From an optimization exercise on the open Yosys and OpenROAD flow, aimed at small area and a short achievable clock period; shortcuts taken in it are not production practice.
In this exercise RTL edits were held to simulation tests only and were not proved equivalent to the original.
No activity file was given, so power comes from the tool's default toggle rates.

== job 6351 ==
// conv3x3_fp32
module conv3x3_fp32(
    input         clk,
    input         resetn,
    input         valid_in,
    input  [31:0] data,
    input  [31:0] w1, w2, w3, w4, w5, w6, w7, w8, w9,
    output        valid_out,
    output [31:0] data_out
);
Size: about 28000 cells after synthesis, ~4600 flip-flops, ~360 I/O pins.
export LEC_CHECK = 0
export CAP_MARGIN = 30
export CORE_MARGIN = 2
export CORE_UTILIZATION = 55
export SETUP_SLACK_MARGIN = 4.6
export SLEW_MARGIN = 20
create_clock -name core_clock -period 8.0 [get_ports {clk}]
standard.sh (not shown) runs the stock make flow with config.mk's settings and CLKGATE_MAP_FILE= SYNTH_SCRIPT=/design/flow/synth_recipe.tcl, a recipe that flattens the netlist after the stock synthesis.
==> flow/flow/run.sh <==
#!/bin/bash
set -euo pipefail
export BUFFER_PORTS_ARGS="-buffer_cell sky130_fd_sc_hd__buf_4"
bash standard.sh > standard_flow.log 2>&1
Job 6351 reached the final stage; the timing, design-rule and antenna checks on its layout passed.
Setup changes, job 6351 to job 1132
- SETUP_SLACK_MARGIN: 4.6 -> 4.2
Results
- Job 1132 has completed all stages; timing, DRC and antenna checks passed.
- On count of TritonRoute iterations in the first routing pass: job 1132 sits below job 6351.
- Job 6351 and job 1132 ended up with roughly the same async set or reset register ratio after synthesis.
- The depth of the CTS H-tree of job 1132 and that of job 6351 are within noise of each other.
- Summary: with job 6351 as the reference, via-per-instance ratio in job 1132 moved down slightly.
- In job 1132 relative to job 6351, fmax had gone down slightly.
diff inputs: job 1132 => job 8709
- putting CTS_CLUSTER_DIAMETER at 80 where nothing was set
- putting CTS_CLUSTER_SIZE at 30 where nothing was set
Notes after the runs:
[compare] base=job 1132 new=job 8709: number of antenna violations at the first check in global routing grew by about 3.4%; count of clock-net buffers in the final layout fell by 266; final cell count went down by 1.0%; count of instances resized after the clock tree is built climbed 16; slack of the worst reg-to-reg path fell by 0.03 ns.
Of job 1132 and job 8709, the lower layout buffering overhead excluding clock cells belongs to job 1132.
Reported for job 1132 and job 8709, remaining design rule violation count turned out identical to the last digit.
The wire length per cell of job 8709 exceeds that of job 1132 by 0.62%.
Job 8709: final worst-path cycle share is 0.42 points higher than what job 1132 reported.
[compare] base=job 1132 new=job 8709: net switching power of the design decreased 530 µW; largest incremental delay on the critical path increased 0.03 ns.
For job 8709, the beginning of the critical path was lb[3][10], unlike job 1132, where it was lb[17][11].
What job 1885 does differently from job 8709 at the input level:
- CTS_CLUSTER_DIAMETER: 80 -> 90
- SETUP_SLACK_MARGIN: 4.2 -> 4.4
- CTS_CLUSTER_SIZE: 30 -> 28
==> comparison <==
- Number of antenna violations at the first check in global routing (job 1885 vs. job 8709) increases by more than 10%
- Diff job 8709 and job 1885: transition at the pin with the smallest max-transition slack lower in job 8709
- Job 1885 vs job 8709: number of cells in the finished layout apart from fillers up slightly
- Between job 8709 and job 1885, core utilization of the finished layout is higher for job 1885, job 8709 comes in under that.
- Job 1885 against job 8709: routed wirelength normalized by instance count up 0.52%; setup slack rose by 0.11 ns; net switching power has decreased; count of H-tree levels built during CTS has decreased.
- Re post-layout minimum cycle time: job 1885 is 0.11 ns down on job 8709.
Relative to job 1885, the following input files were edited for job 9364:
- CTS_CLUSTER_SIZE now 25, was 28
- CTS_CLUSTER_DIAMETER now 100, was 90
## What came out
There was hardly any difference in fraction of area in registers between job 9364 and job 1885.
Detailed-route DRC error count: job 1885 vs job 9364 identical
Fraction of synthesized cell area in xor and xnor cells of job 9364 is on par with job 1885.
Job 9364 reports its type of the worst setup path as in2reg while job 1885 reports reg2reg.
Between job 1885 and job 9364, the number of routed nets with antenna violations figures differ only marginally.
Modified inputs, job 6229 compared to job 9364
- CTS_CLUSTER_SIZE: 25 -> 30
- CTS_CLUSTER_DIAMETER: 100 -> 80
==> comparison <==
When job 6229 is set beside job 9364, its clock network fraction of total power turns out to be 1.7 points larger.
STATUS worst hold slack: job 6229 wins against job 9364
Job 6229 vs job 9364: net switching power up in job 6229

========
## run A
Starting RTL as in the previous note.
Design conv3x3_fp32, start of the top module:
module conv3x3_fp32(
    input         clk,
    input         resetn,
    input         valid_in,
    input  [31:0] data,
    input  [31:0] w1, w2, w3, w4, w5, w6, w7, w8, w9,
    output        valid_out,
    output [31:0] data_out
);
export LEC_CHECK = 0
export CAP_MARGIN = 30
export CORE_MARGIN = 2
export CORE_UTILIZATION = 55
export SETUP_SLACK_MARGIN = 4.8
export SLEW_MARGIN = 20
create_clock -name core_clock -period 8.0 [get_ports {clk}]
Scripts as last shown in full above: flow/flow/run.sh
No stage failed in run A, and the final checks on the layout all came back clean.
The inputs of run B differ from those of run A as listed below.
# run A
export LEC_CHECK = 0
export CAP_MARGIN = 30
export CORE_MARGIN = 2
export CORE_UTILIZATION = 55
export SETUP_SLACK_MARGIN = 4.8
export SLEW_MARGIN = 20
create_clock -name core_clock -period 8.0 [get_ports {clk}]
# run B
export LEC_CHECK = 0
export ABC_AREA = 1
export CAP_MARGIN = 30
export CORE_MARGIN = 2
export CORE_UTILIZATION = 55
export SETUP_SLACK_MARGIN = 4.2
export SLEW_MARGIN = 20
create_clock -name core_clock -period 8.0 [get_ports {clk}]
## What came out
Comparing clock buffer instance count of the final layout for run B and run A, the smaller number came from run B. Diff run A -> run B: fraction of power consumed by the clock network picked up an extra 2.1 points, power per unit of standard cell area decreased 0.45%, clock network latency to the later pin of the worst-skew pair held. Run B vs run A — number of ordinary and repair buffers in the finished layout dropped by more than half. Synthesized area, run B and run A: lower on run B.
Edits applied to the flow inputs when going from run B to run C:
# run B
export LEC_CHECK = 0
export ABC_AREA = 1
export CAP_MARGIN = 30
export CORE_MARGIN = 2
export CORE_UTILIZATION = 55
export SETUP_SLACK_MARGIN = 4.2
export SLEW_MARGIN = 20
create_clock -name core_clock -period 8.0 [get_ports {clk}]
# run C
export LEC_CHECK = 0
export CAP_MARGIN = 5
export CORE_MARGIN = 2
export CORE_UTILIZATION = 55
export SETUP_SLACK_MARGIN = 4.4
export SLEW_MARGIN = 5
create_clock -name core_clock -period 8.0 [get_ports {clk}]
Notes after the runs:
[flow] run C | stages: complete | final checks: fail | reason: capacitance limit, slew limit
In run C, critical path depth is higher than in run B.
Run C vs run B — reported combinational group power climbed by a few percent
Of run B and run C, run B shows the lower setup slack, with run C above it.
From run B to run C the numbers moved as follows: count of clock-buffer cells in the layout climbed 40; routed wire length now smaller; multi-input logic area increased about 6.4%; share of the yosys chip area belonging to registers went down by 0.63 points; sequential share of layout area decreased 0.48 points.
Changes in run D relative to run C:
# run C
export LEC_CHECK = 0
export CAP_MARGIN = 5
export CORE_MARGIN = 2
export CORE_UTILIZATION = 55
export SETUP_SLACK_MARGIN = 4.4
export SLEW_MARGIN = 5
create_clock -name core_clock -period 8.0 [get_ports {clk}]
# run D
export LEC_CHECK = 0
export CAP_MARGIN = 30
export CORE_MARGIN = 2
export CORE_UTILIZATION = 55
export SETUP_SLACK_MARGIN = 4.4
export SLEW_MARGIN = 20
export TNS_END_PERCENT = 10
create_clock -name core_clock -period 8.0 [get_ports {clk}]
Results
- Run D: done, clean on timing, DRC and antenna
- Looking at core utilization, run D sits 1.2 points below run C.
- Routed wire length is lower on run D
- Post-route cell area: run D < run C
- Relative to run C, the number of setup buffers added after CTS of run D is lower by 64.
- In the reports for run C and run D, the smaller length of the first detailed-routing pass in iterations belongs to run D.
- In the tables for run C and run D, first-pass GRT wire length reads lower with run D.
- Note that the total met3 wirelength after detailed routing recorded for run D amounts to 1.08 times the value seen in run C.
- Compared with run C, run D shows a data arrival time at the worst-slack endpoint that is 0.15 ns higher.
- A termination of the worst setup path of u_m7.t1_333$_DFF_P_ is what run C shows, while u_m2.t1_337$_DFF_P_ belongs to run D.
- Compared to run C, run D has maximum number of pins on one net before global-route repair 16 higher.
- Min actual slew at the worst max-slew pin across run C and run D: run D
### run D -> run E
# run D
export LEC_CHECK = 0
export CAP_MARGIN = 30
export CORE_MARGIN = 2
export CORE_UTILIZATION = 55
export SETUP_SLACK_MARGIN = 4.4
export SLEW_MARGIN = 20
export TNS_END_PERCENT = 10
create_clock -name core_clock -period 8.0 [get_ports {clk}]
# run E
export LEC_CHECK = 0
export CAP_MARGIN = 30
export CORE_MARGIN = 2
export CORE_UTILIZATION = 55
export SETUP_SLACK_MARGIN = 4.4
export SLEW_MARGIN = 20
create_clock -name core_clock -period 8.0 [get_ports {clk}]
## What came out
Against run D, run E reports a number of setup buffers added after CTS that is higher. Run E -> run D: total count of max-transition violations in the final report delta 0, exact match. The flow did not stop early for run E: all stages ran, and the layout cleared the timing, design-rule and antenna checks. Clock period minus worst slack delta for run E relative to run D: 0.15 ns lower. Run D → run E: number of clock buffers in the layout lower; wire length of the first global-routing pass higher; number of antenna-violating nets in the routed design roughly the same.

[what the ideal ports hide]
Ports are ideal in the flow. The routed layouts listed here were re-timed in OpenROAD. Step 1 sets driving cells, clkbuf_16 on the clock port and buf_2 on the other inputs (assumed; they add their load-dependent delay and slew). Step 2, shift: input delay + t, output delay - t, t = (earliest + latest rising clock arrival at the registers) / 2. This alone moves slack from input paths to output paths. Three values: no drivers, after step 1, after step 2; two values: the first two.
run	t, ns	slack for setup (ns)	pins driven straight from the clock port
job 6351	1.144	4.337 / 4.333 / 3.189	1
job 1132	1.157	4.287 / 4.287 / 3.211	1
job 8709	1.091	4.254 / 4.254 / 3.253	1
job 1885	1.113	4.360 / 4.327 / 3.215	1
job 9364	1.111	4.371 / 4.272 / 3.161	1
job 6229	1.091	4.386 / 4.350 / 3.258	1
run A	1.145	4.390 / 4.390 / 3.263	1
run B	1.139	4.060 / 4.097 / 2.958	1
run C	1.151	4.425 / 4.329 / 3.178	1
run D	1.142	4.262 / 4.262 / 3.237	1
run E	1.144	4.409 / 4.338 / 3.194	1
For run C, which loses most, drivers alone change the setup slack by -0.096 ns; drivers and shift together by -1.247 ns.
